This design comes from an exercise in tuning for small area, a short achievable clock period and few clock cycles per item on the open sky130 flow, not from production work.
No functional check of the RTL was part of any run shown here.

==> flow/design.v, too long to show whole: its modules and the start of the top module <==
// module Convolution_without_pipeline: 1431 lines
// module fa3: 4 lines
// module xnor2m: 3 lines
// module xor2m: 3 lines
// module or2m: 3 lines
// module nor2m: 3 lines
// module nand2m: 3 lines
// module invm: 3 lines
// module a21oim: 3 lines
// module o21aim: 3 lines
module Convolution_without_pipeline(
    clk, rst_n, in_valid,
    In_IFM_1, In_IFM_2, In_IFM_3, In_IFM_4, In_IFM_5, In_IFM_6, In_IFM_7, In_IFM_8, In_IFM_9,
    In_Weight_1, In_Weight_2, In_Weight_3, In_Weight_4, In_Weight_5, In_Weight_6, In_Weight_7, In_Weight_8, In_Weight_9,
    out_valid, Out_OFM
    );
  // ...
==> flow/flow/run.sh <==
#!/bin/bash
# Own flow: the standard flow (standard.sh) with its synthesis unchanged.
# The layout steps only differ in two ways:
#  * the delay cells (clkdlybuf4s*, dlygate*, dlymetal*) are not used, so the
#    port buffers and the resizer use ordinary buffers instead;
#  * buffer_ports uses buf_2 for the port buffers.
set -euo pipefail
bash standard.sh synth > synth.log 2>&1
PLATFORM_DONT_USE="sky130_fd_sc_hd__probe_p_8 sky130_fd_sc_hd__probec_p_8 sky130_fd_sc_hd__lpflow_bleeder_1 sky130_fd_sc_hd__lpflow_clkbufkapwr_1 sky130_fd_sc_hd__lpflow_clkbufkapwr_16 sky130_fd_sc_hd__lpflow_clkbufkapwr_2 sky130_fd_sc_hd__lpflow_clkbufkapwr_4 sky130_fd_sc_hd__lpflow_clkbufkapwr_8 sky130_fd_sc_hd__lpflow_clkinvkapwr_1 sky130_fd_sc_hd__lpflow_clkinvkapwr_16 sky130_fd_sc_hd__lpflow_clkinvkapwr_2 sky130_fd_sc_hd__lpflow_clkinvkapwr_4 sky130_fd_sc_hd__lpflow_clkinvkapwr_8 sky130_fd_sc_hd__lpflow_decapkapwr_12 sky130_fd_sc_hd__lpflow_decapkapwr_3 sky130_fd_sc_hd__lpflow_decapkapwr_4 sky130_fd_sc_hd__lpflow_decapkapwr_6 sky130_fd_sc_hd__lpflow_decapkapwr_8 sky130_fd_sc_hd__lpflow_inputiso0n_1 sky130_fd_sc_hd__lpflow_inputiso0p_1 sky130_fd_sc_hd__lpflow_inputiso1n_1 sky130_fd_sc_hd__lpflow_inputiso1p_1 sky130_fd_sc_hd__lpflow_inputisolatch_1 sky130_fd_sc_hd__lpflow_isobufsrc_1 sky130_fd_sc_hd__lpflow_isobufsrc_16 sky130_fd_sc_hd__lpflow_isobufsrc_2 sky130_fd_sc_hd__lpflow_isobufsrc_4 sky130_fd_sc_hd__lpflow_isobufsrc_8 sky130_fd_sc_hd__lpflow_isobufsrckapwr_16 sky130_fd_sc_hd__lpflow_lsbuf_lh_hl_isowell_tap_1 sky130_fd_sc_hd__lpflow_lsbuf_lh_hl_isowell_tap_2 sky130_fd_sc_hd__lpflow_lsbuf_lh_hl_isowell_tap_4 sky130_fd_sc_hd__lpflow_lsbuf_lh_isowell_4 sky130_fd_sc_hd__lpflow_lsbuf_lh_isowell_tap_1 sky130_fd_sc_hd__lpflow_lsbuf_lh_isowell_tap_2 sky130_fd_sc_hd__lpflow_lsbuf_lh_isowell_tap_4"
DELAY_CELLS="sky130_fd_sc_hd__clkdlybuf4s15_1 sky130_fd_sc_hd__clkdlybuf4s15_2 sky130_fd_sc_hd__clkdlybuf4s18_1 sky130_fd_sc_hd__clkdlybuf4s18_2 sky130_fd_sc_hd__clkdlybuf4s25_1 sky130_fd_sc_hd__clkdlybuf4s25_2 sky130_fd_sc_hd__clkdlybuf4s50_1 sky130_fd_sc_hd__clkdlybuf4s50_2 sky130_fd_sc_hd__dlygate4sd1_1 sky130_fd_sc_hd__dlygate4sd2_1 sky130_fd_sc_hd__dlygate4sd3_1 sky130_fd_sc_hd__dlymetal6s2s_1 sky130_fd_sc_hd__dlymetal6s4s_1 sky130_fd_sc_hd__dlymetal6s6s_1"
bash standard.sh "DONT_USE_CELLS=$PLATFORM_DONT_USE $DELAY_CELLS" \
  "BUFFER_PORTS_ARGS=-buffer_cell sky130_fd_sc_hd__buf_2" finish > layout.log 2>&1
==> flow/standard.sh <==
#!/bin/bash
# synth_recipe.tcl (not shown) runs the flow's synth.tcl, then flattens the netlist and writes it again
# the make line also repeats each setting of config.mk as NAME=value (left out here)
make -C /OpenROAD-flow-scripts/flow DESIGN_CONFIG=/design/flow/config.mk WORK_HOME=/design/flow/orfs CLKGATE_MAP_FILE= SYNTH_SCRIPT=/design/flow/synth_recipe.tcl "${@:-finish}"
==> flow/config.mk <==
export PLATFORM = sky130hd
export DESIGN_NAME = Convolution_without_pipeline
export DESIGN_NICKNAME = Convolution_without_pipeline
export VERILOG_FILES = /design/flow/design.v
export SDC_FILE = /design/flow/constraint.sdc
export NUM_CORES = 4
export LEC_CHECK = 0
export CAP_MARGIN = 20
export CORE_MARGIN = 2
export CORE_UTILIZATION = 40
export SETUP_SLACK_MARGIN = 4.5
export SLEW_MARGIN = 20
export SYNTH_HIERARCHICAL = 1
export SYNTH_MINIMUM_KEEP_SIZE = 0
==> flow/constraint.sdc <==
create_clock -name core_clock -period 10.0 [get_ports {clk}]
set_input_delay 2.0000 -clock core_clock [delete_from_list [all_inputs] [get_ports {clk}]]
set_output_delay 2.0000 -clock core_clock [all_outputs]
set_load 0.01 [all_outputs]
==> results by group, run 1 <==
Routing
  • Total wire length: around 51 mm
  • Vias post-DR: between 10000 and 15000

Clocking
  • Clk slew on worst S/H paths: around 0.090 ns
  • CTS tree: yes
  • Post-CTS Setup Inserts: 7
  • Longest Clk Path Bufs: 2

Global route
  • Met2 usage: 40.0%
  • Met3 GRT Util: 4.17%
  • Antenna violations before repair: 0

Logic synthesis
  • Top-count cell post-synth: nand2_1
  • XOR/XNOR share of the synthesized area: 1.31%
  • Area leader, netlist: fa_1
  • Top FF cell, synth: dfxtp_1

Critical path
  • CP required: 8.00 ns
  • Critical Path Fanout Max: 3
  • Buf+Inv Stages, Crit Path: 3
  • CP Launch Type: register

Place
  • Post-Place Setup Slack: 4.13 ns

Timing
  • Final worst-path cycle share: between 50% and 60%
  • Unrepaired setup endpoints after global routing: true

Run status
  • Run status: finished clean

Floorplanning
  • Die Wd: approximately 210 um
  • Io pins: 169

Final layout
  • Nets: 2181
  • Layout area overhead: 2.87%
  • Multi-input logic portion of the cell area: around four fifths
  • Clock buffers: 5
==> run 2: changes to the inputs <==
--- a/flow/design.v
+++ b/flow/design.v
@@ -1208,78 +1208,77 @@
 fa3 u_fa458 (.a(s455), .b(c414), .c(s456), .s(s459), .co(c459));
 fa3 u_fa491 (.a(c454), .b(c455), .c(s489), .s(s492), .co(c492));
 fa3 u_fa517 (.a(s515), .b(c489), .c(c490), .s(s518), .co(c518));
 fa3 u_fa534 (.a(c515), .b(c516), .c(s533), .s(s535), .co(c535));
 fa3 u_fa518 (.a(s516), .b(c491), .c(s517), .s(s519), .co(c519));
 fa3 u_fa542 (.a(s541), .b(c533), .c(s542), .s(s543), .co(c543));
 fa3 u_fa492 (.a(c456), .b(s490), .c(c457), .s(s493), .co(c493));
 fa3 u_fa309 (.a(c246), .b(s306), .c(c247), .s(s310), .co(c310));
+fa3 u_fa136 (.a(s135), .b(c93), .c(s136), .s(s137), .co(c137));
+fa3 u_fa188 (.a(c135), .b(s187), .c(c136), .s(s189), .co(c189));
 fa3 u_fa249 (.a(c187), .b(s247), .c(s248), .s(s250), .co(c250));
 fa3 u_fa310 (.a(s307), .b(s308), .c(c248), .s(s311), .co(c311));
 fa3 u_fa367 (.a(s364), .b(c309), .c(s365), .s(s368), .co(c368));
 fa3 u_fa417 (.a(c365), .b(s415), .c(c366), .s(s418), .co(c418));
 fa3 u_fa459 (.a(c415), .b(s457), .c(c416), .s(s460), .co(c460));
+fa3 u_fa418 (.a(c367), .b(s416), .c(s417), .s(s419), .co(c419));
+fa3 u_fa460 (.a(s458), .b(c417), .c(s459), .s(s461), .co(c461));
 fa3 u_fa493 (.a(s491), .b(c458), .c(s492), .s(s494), .co(c494));
 fa3 u_fa535 (.a(c517), .b(s534), .c(c518), .s(s536), .co(c536));
 fa3 u_fa543 (.a(c534), .b(c535), .c(s543), .s(s544), .co(c544));
 fa3 u_fa546 (.a(c542), .b(s546), .c(c543), .s(s547), .co(c547));
-reg r_s4, r_s13, r_s14, r_s32, r_c32, r_s58, r_s93, r_c93, r_s135, r_c135, r_s136, r_c136;
-reg r_s187, r_s188, r_c188, r_s249, r_c249, r_s250, r_c250, r_s309, r_s310, r_c310, r_s311, r_c311;
-reg r_s366, r_s367, r_c367, r_s368, r_c368, r_s416, r_s417, r_c417, r_s418, r_c418, r_s458, r_s459;
-reg r_c459, r_s460, r_c460, r_c492, r_s493, r_c493, r_s494, r_c494, r_s518, r_s519, r_c519, r_s535;
-reg r_s536, r_c536, r_s544, r_c544, r_c546, r_s547, r_c547;
+fa3 u_fa519 (.a(c492), .b(s518), .c(c493), .s(s520), .co(c520));
+fa3 u_fa311 (.a(s309), .b(c249), .c(s310), .s(s312), .co(c312));
+fa3 u_fa368 (.a(c310), .b(s366), .c(s367), .s(s369), .co(c369));
+reg r_s4, r_s13, r_s14, r_s32, r_c32, r_s58, r_s93, r_s137, r_c137, r_s188, r_c188, r_s189;
+reg r_c189, r_s249, r_s250, r_c250, r_s311, r_c311, r_s312, r_c312, r_s368, r_c368, r_s369, r_c369;
+reg r_s418, r_c418, r_s419, r_c419, r_c459, r_s460, r_c460, r_s461, r_c461, r_s493, r_s494, r_c494;
+reg r_s519, r_c519, r_s520, r_c520, r_s535, r_s536, r_c536, r_s544, r_c544, r_c546, r_s547, r_c547;
 always @(posedge clk) begin
     r_s4 <= s4;
     r_s13 <= s13;
     r_s14 <= s14;
     r_s32 <= s32;
     r_c32 <= c32;
     r_s58 <= s58;
     r_s93 <= s93;
-    r_c93 <= c93;
-    r_s135 <= s135;
-    r_c135 <= c135;
-    r_s136 <= s136;
-    r_c136 <= c136;
-    r_s187 <= s187;
+    r_s137 <= s137;
+    r_c137 <= c137;
     r_s188 <= s188;
     r_c188 <= c188;
+    r_s189 <= s189;
+    r_c189 <= c189;
     r_s249 <= s249;
-    r_c249 <= c249;
     r_s250 <= s250;
     r_c250 <= c250;
-    r_s309 <= s309;
-    r_s310 <= s310;
-    r_c310 <= c310;
     r_s311 <= s311;
     r_c311 <= c311;
-    r_s366 <= s366;
-    r_s367 <= s367;
-    r_c367 <= c367;
+    r_s312 <= s312;
+    r_c312 <= c312;
     r_s368 <= s368;
     r_c368 <= c368;
-    r_s416 <= s416;
-    r_s417 <= s417;
-    r_c417 <= c417;
+    r_s369 <= s369;
+    r_c369 <= c369;
     r_s418 <= s418;
     r_c418 <= c418;
-    r_s458 <= s458;
-    r_s459 <= s459;
+    r_s419 <= s419;
+    r_c419 <= c419;
     r_c459 <= c459;
     r_s460 <= s460;
     r_c460 <= c460;
-    r_c492 <= c492;
+    r_s461 <= s461;
+    r_c461 <= c461;
     r_s493 <= s493;
-    r_c493 <= c493;
     r_s494 <= s494;
     r_c494 <= c494;
-    r_s518 <= s518;
     r_s519 <= s519;
     r_c519 <= c519;
+    r_s520 <= s520;
+    r_c520 <= c520;
     r_s535 <= s535;
     r_s536 <= s536;
     r_c536 <= c536;
     r_s544 <= s544;
     r_c544 <= c544;
     r_c546 <= c546;
     r_s547 <= s547;
     r_c547 <= c547;
@@ -1291,62 +1290,55 @@
 invm u_in658 (.a(n551_0), .y(n659_0));
 xnor2m u_xn566 (.a(r_s32), .b(n551_0), .y(n567_0));
 invm u_in567 (.a(r_s32), .y(n568_0));
 invm u_in570 (.a(r_s32), .y(n571_0));
 xor2m u_xo551 (.a(r_c32), .b(r_s58), .y(n552_0));
 nor2m u_no552 (.a(r_c32), .b(r_s58), .y(n553_0));
 nand2m u_na568 (.a(n568_0), .b(n551_0), .y(n569_0));
 nand2m u_na571 (.a(n552_0), .b(n571_0), .y(n572_0));
-fa3 u_fa136 (.a(r_s135), .b(r_c93), .c(r_s136), .s(s137), .co(c137));
-fa3 u_fa188 (.a(r_c135), .b(r_s187), .c(r_c136), .s(s189), .co(c189));
-fa3 u_fa418 (.a(r_c367), .b(r_s416), .c(r_s417), .s(s419), .co(c419));
-fa3 u_fa460 (.a(r_s458), .b(r_c417), .c(r_s459), .s(s461), .co(c461));
-fa3 u_fa519 (.a(r_c492), .b(r_s518), .c(r_c493), .s(s520), .co(c520));
 xnor2m u_xn569 (.a(n552_0), .b(n569_0), .y(n570_0));
-fa3 u_fa311 (.a(r_s309), .b(r_c249), .c(r_s310), .s(s312), .co(c312));
-fa3 u_fa368 (.a(r_c310), .b(r_s366), .c(r_s367), .s(s369), .co(c369));
 invm u_in572 (.a(n572_0), .y(n573_0));
 invm u_in579 (.a(n572_0), .y(n580_0));
-nor2m u_no577 (.a(s137), .b(r_s93), .y(n578_0));
-fa3 u_fa189 (.a(r_s188), .b(s189), .c(c137), .s(s190), .co(c190));
-fa3 u_fa250 (.a(r_c188), .b(r_s249), .c(c189), .s(s251), .co(c251));
+nor2m u_no577 (.a(r_s137), .b(r_s93), .y(n578_0));
+fa3 u_fa189 (.a(r_s188), .b(r_s189), .c(r_c137), .s(s190), .co(c190));
+fa3 u_fa250 (.a(r_c188), .b(r_s249), .c(r_c189), .s(s251), .co(c251));
 fa3 u_fa494 (.a(r_c459), .b(r_s493), .c(r_c460), .s(s495), .co(c495));
-fa3 u_fa461 (.a(r_c418), .b(r_s460), .c(c419), .s(s462), .co(c462));
+fa3 u_fa461 (.a(r_c418), .b(r_s460), .c(r_c419), .s(s462), .co(c462));
 fa3 u_fa536 (.a(r_s535), .b(r_c519), .c(r_s536), .s(s537), .co(c537));
-fa3 u_fa520 (.a(r_s519), .b(r_c494), .c(s520), .s(s521), .co(c521));
-fa3 u_fa312 (.a(r_c250), .b(r_s311), .c(s312), .s(s313), .co(c313));
-fa3 u_fa369 (.a(r_c311), .b(r_s368), .c(c312), .s(s370), .co(c370));
-fa3 u_fa419 (.a(r_c368), .b(r_s418), .c(c369), .s(s420), .co(c420));
+fa3 u_fa520 (.a(r_s519), .b(r_c494), .c(r_s520), .s(s521), .co(c521));
+fa3 u_fa312 (.a(r_c250), .b(r_s311), .c(r_s312), .s(s313), .co(c313));
+fa3 u_fa369 (.a(r_c311), .b(r_s368), .c(r_c312), .s(s370), .co(c370));
+fa3 u_fa419 (.a(r_c368), .b(r_s418), .c(r_c369), .s(s420), .co(c420));
 a21oim u_a2573 (.a(n553_0), .b(n573_0), .c(n551_0), .y(n574_0));
 nand2m u_na578 (.a(n578_0), .b(n553_0), .y(n579_0));
 nand2m u_na580 (.a(n578_0), .b(n580_0), .y(n581_0));
 invm u_in584 (.a(s190), .y(n585_0));
 fa3 u_fa251 (.a(r_s250), .b(s251), .c(c190), .s(s252), .co(c252));
-fa3 u_fa495 (.a(r_s494), .b(c461), .c(s495), .s(s496), .co(c496));
+fa3 u_fa495 (.a(r_s494), .b(r_c461), .c(s495), .s(s496), .co(c496));
 fa3 u_fa544 (.a(r_c536), .b(r_s544), .c(c537), .s(s545), .co(c545));
-fa3 u_fa537 (.a(c520), .b(s537), .c(c521), .s(s538), .co(c538));
-fa3 u_fa370 (.a(s369), .b(c313), .c(s370), .s(s371), .co(c371));
-fa3 u_fa420 (.a(s419), .b(c370), .c(s420), .s(s421), .co(c421));
-fa3 u_fa462 (.a(s461), .b(c420), .c(s462), .s(s463), .co(c463));
+fa3 u_fa537 (.a(r_c520), .b(s537), .c(c521), .s(s538), .co(c538));
+fa3 u_fa370 (.a(r_s369), .b(c313), .c(s370), .s(s371), .co(c371));
+fa3 u_fa420 (.a(r_s419), .b(c370), .c(s420), .s(s421), .co(c421));
+fa3 u_fa462 (.a(r_s461), .b(c420), .c(s462), .s(s463), .co(c463));
 xor2m u_xo574 (.a(r_s93), .b(n574_0), .y(n575_0));
 nor2m u_no575 (.a(r_s93), .b(n574_0), .y(n576_0));
 o21aim u_o2582 (.a(n579_0), .b(n581_0), .c(n582_0), .y(n583_0));
 nor2m u_no587 (.a(s252), .b(s190), .y(n588_0));
 fa3 u_fa313 (.a(c251), .b(s313), .c(c252), .s(s314), .co(c314));
 fa3 u_fa521 (.a(c495), .b(s521), .c(c496), .s(s522), .co(c522));
 fa3 u_fa547 (.a(r_c544), .b(r_s547), .c(c545), .s(s548), .co(c548));
 xor2m u_xo563 (.a(c538), .b(s545), .y(n564_0));
 nor2m u_no564 (.a(c538), .b(s545), .y(n565_0));
 xor2m u_xo555 (.a(c371), .b(s421), .y(n556_0));
 nor2m u_no556 (.a(c371), .b(s421), .y(n557_0));
 xor2m u_xo557 (.a(c421), .b(s463), .y(n558_0));
 nor2m u_no558 (.a(c421), .b(s463), .y(n559_0));
 fa3 u_fa496 (.a(c462), .b(s496), .c(c463), .s(s497), .co(c497));
-xnor2m u_xn576 (.a(s137), .b(n576_0), .y(n577_0));
+xnor2m u_xn576 (.a(r_s137), .b(n576_0), .y(n577_0));
 xnor2m u_xn583 (.a(s190), .b(n583_0), .y(n584_0));
 nand2m u_na585 (.a(n585_0), .b(n583_0), .y(n586_0));
 invm u_in627 (.a(n583_0), .y(n628_0));
 nand2m u_na588 (.a(n588_0), .b(n578_0), .y(n589_0));
 invm u_in591 (.a(s314), .y(n592_0));
 invm u_in594 (.a(s314), .y(n595_0));
 xor2m u_xo553 (.a(c314), .b(s371), .y(n554_0));
 nor2m u_no554 (.a(c314), .b(s371), .y(n555_0));
==> run 2 against run 1 <==
  * Via count decreased by 2.5%
  * Non-clock buffer count decreased by 11
  * First-iteration DRC count decreased by 14%
  * Worst hold slack improved by 0.017 ns
  * Global-route usage about the same
  * Largest cell class unchanged
  * Final area increased by 2.5%
  * Critical path type unchanged
==> results by group, run 2 <==
Critical path
  • Critical Path Fanout Max: 3 (unchanged)
  • Setup crit start: r_c459
  • Critical path class: reg2out
  • CP delay by family, top: adder cells
  • Buf+Inv Stages, Crit Path: 3 (unchanged)
  • Critical Path Sink: Out_OFM[15]
  • CP max stage cell: fa_2
  • Worst path depth: 12
  • Worst stage delay on the critical path: 0.61 ns
  • CP required: 8.00 ns (about the same)
  • WP data arrival: between 3 and 4 ns
  • Crit end category: output port
  • CP Launch Type: register
  • CP Cell Sequence: fa_1, fa_2, fa_2, inv_1, nand2_2, nor2_4, a21oi_2, o21ai_4, buf_8, a21oi_2, xnor2_2, buf_2

Routing
  • Residual DRC: 0
  • Via density: about 5.3
  • WL/cell: 25.5 um
  • Vias post-DR: 10531 (-2.5%)
  • Initial drt markers: 988
  • Final ANT Viol Nets: 0
  • Total wire length: 50.9 mm (-0.30%)
  • DR pass1 iterations: 7

Timing
  • Fin crit period: 5.46 ns
  • Fin. max-slew vios: 0
  • Hold slack: 1.45 ns
  • Worst rel slew slack: between 60% and 70%
  • Final setup viols: 0
  • Final worst-path cycle share: 54.6% (-0.97 points)
  • Worst-Margin Slew: 0.506 ns
  • Setup_tns: 0 ns
  • Top achievable clock speed: 183 MHz
  • Fin. Hold Viols: 0
  • Unrepaired setup endpoints after global routing: true
  • Final setup margin: 4.54 ns

Global route
  • Met2 usage: 40.5% (+0.50 points)
  • Antenna violations before repair: 0 (unchanged)
  • GRT Util Overall: 24.7%
  • Grt peak-use layer: met2
  • Vias in the first global route: 11832
  • M1 GR Usage: between 30% and 40%
  • Met3 GRT Util: 4.11% (-0.051 points)
  • Total grt overflow: 0
  • Largest net degree at the start of global routing: 17
  • First-pass GRT wire length: 76.6 mm

Floorplanning
  • Die Span Y: 207 um
  • Die Wd: 207 um (-0.41%)
  • Initial Utilization: 40.5%
  • Io pins: 169 (unchanged)
  • Die area: 43000 um^2
  • Core ar.: 40800 um^2
  • Row cnt: 74

Place
  • GP Congestion: 0.948
  • Post-Place Setup Slack: 4.05 ns (-0.0799 ns)
  • Number of port buffers: 167
  • DP HPWL: 47.1 mm

Logic synthesis
  • Largest family of logic cells by synthesized area: adder cells
  • Synth Register Bits: 49
  • Adder-Cell Fraction of Synth Area: 66.4%
  • Synth top area share: 66.4%
  • EDFF count, synth: 0
  • Multiplexer share of the synthesized area: 0%
  • Area fraction in compound gates after synthesis: 0.778%
  • Area leader, netlist: fa_1
  • Mapped Cells: 1455
  • Top-count cell post-synth: nand2_1
  • Ys Warns: 7
  • Cell area after synthesis: 16600 um^2
  • Synth Area per Inst: 11.4 um^2
  • XOR/XNOR share of the synthesized area: 1.32% (+0.011 points)
  • Top FF cell, synth: dfxtp_1
  • Cells taking the most area after synthesis: fa_1, nand2_1, buf_6, dfxtp_1, buf_4
  • Synth cell count leaders: nand2_1, fa_1, buf_6, dfxtp_1, inv_1
  • Async set-reset flop share out of synthesis: 2.04%
  • Seq/Total Area, Yosys: 5.96%
  • Post-synthesis cell type count: 14
  • Syn_nets: 2151
  • Synth Area in Simple Gates: 14.1%

Clocking
  • Cts hold-fix bufs: 0
  • Clk slew on worst S/H paths: 0.07 ns (-0.02 ns)
  • Longest Clk Path Bufs: 2 (unchanged)
  • CTS root buffer: clkbuf_16
  • H-tree depth: 2
  • CTS tree: yes
  • Cts bufs inserted: 5
  • # clock sinks: 49

Run status
  • Run status: finished clean

Worst hold path
  • HP Class: in2async

Final layout
  • Share of cells above drive strength 1: a little over a quarter
  • Commonest non-fill, non-tap cells in the layout: nand2_1, fa_1, fa_2
  • Diodes inserted: 0
  • Nets: 2163 (-0.83%)
  • Layout area overhead: 6.30%
  • Most common cell after layout, fill and taps aside: nand2_1

Flow run
  • Max_cap viols: 0
==> run 2: modules after synthesis (local to each module, per instance) <==
| module | area (um^2) | times used |
|---|---|---|
| invm | 3.75 | 32 |
| xnor2m | 8.76 | 13 |
| xor2m | 8.76 | 12 |
| nor2m | 3.75 | 17 |
| fa3 | 20.0 | 549 |
| nand2m | 3.75 | 22 |
| a21oim | 8.76 | 9 |
| o21aim | 5.00 | 10 |
| Convolution_without_pipeline | 4950 | 1 |
==> run 2: what timing repair did <==
| action | CTS | global route |
|---|---|---|
| resized for setup | 88 | 245 |
| setup buffers | 2 | 1 |
| setup endpoints to repair | 18 | 20 |
| pin swaps | 13 | 83 |
==> run 2: worst min-delay path by stage <==
stage | startpoint | cells past startpoint | slack, ns | to
after global placement | rst_n | 1 | 1.77 | out_valid
after floorplan | rst_n | 0 | 1.70 | out_valid
after detailed placement | rst_n | 1 | 1.78 | out_valid
after CTS | rst_n | 1 | 1.44 | out_valid
after global routing | rst_n | 1 | 1.43 | out_valid
final | rst_n | 1 | 1.45 | out_valid
==> run 2: cell type report <==
type | instances | area (um^2)
fillers | 3907 | 23200
multi-input cells | 1209 | 14300
repair buffers | 170 | 1390
flip-flops and latches | 49 | 986
well taps | 532 | 666
clock buffers | 5 | 125
inverters | 32 | 120
clock inverters | 3 | 43.8
==> run 2: metal layers <==
metal  vias up  share of wire [%]
met5         -                  0
met4         0                3.9
met3        64                8.2
met2       567                 49
met1      5687                 39
li1       4213                  -
==> run 2: logic make-up after synthesis <==
group,count (synthesis)
AO/OA/AOI/OAI,19
XOR/XNOR,25
adder cells (fa/ha/maj),549
buffers and inverters,197
flip-flops,49
other,1
AND/OR/NAND/NOR,615
==> run 2: stage by stage <==
stage               instance area [um^2]  util [%]  std cells
finish                             17600      43.1       2000
global route                       17600      43.1       2000
CTS                                17000      41.5       1999
detailed placement                 16500      40.5       1989
global placement                   16500      40.5       1989
floorplan                          16800         -       1455

==> separate check: timing with driven ports <==
Ports are ideal in the flow. The routed layouts listed here were re-timed in OpenROAD. Step 1, drivers: a clkbuf_16 drives clk and a buf_2 each remaining input, both assumed. Step 2 times the ports against the registers' clock, not the clock port: input delays grow and output delays shrink by t, the midpoint of the rising clock arrivals with the driver on. Slacks: ideal ports / drivers / drivers and shift; pairs: ideal ports / drivers.
run	t, ns	setup slack, ns	worst hold slack (ns)	worst setup path at the end	slew at the worst register clock pin (ns)
run 1	0.363	4.440 / 4.392 / 4.194	1.433 / 1.409 / 1.772	input to register	0.09 / 0.09
run 2	0.352	4.537 / 4.488 / 4.190	1.450 / 1.424 / 1.776	input to register	0.07 / 0.07
After both steps every run listed still meets setup and hold. For run 2, which loses most, drivers alone change the setup slack by -0.049 ns; drivers and shift together by -0.347 ns.
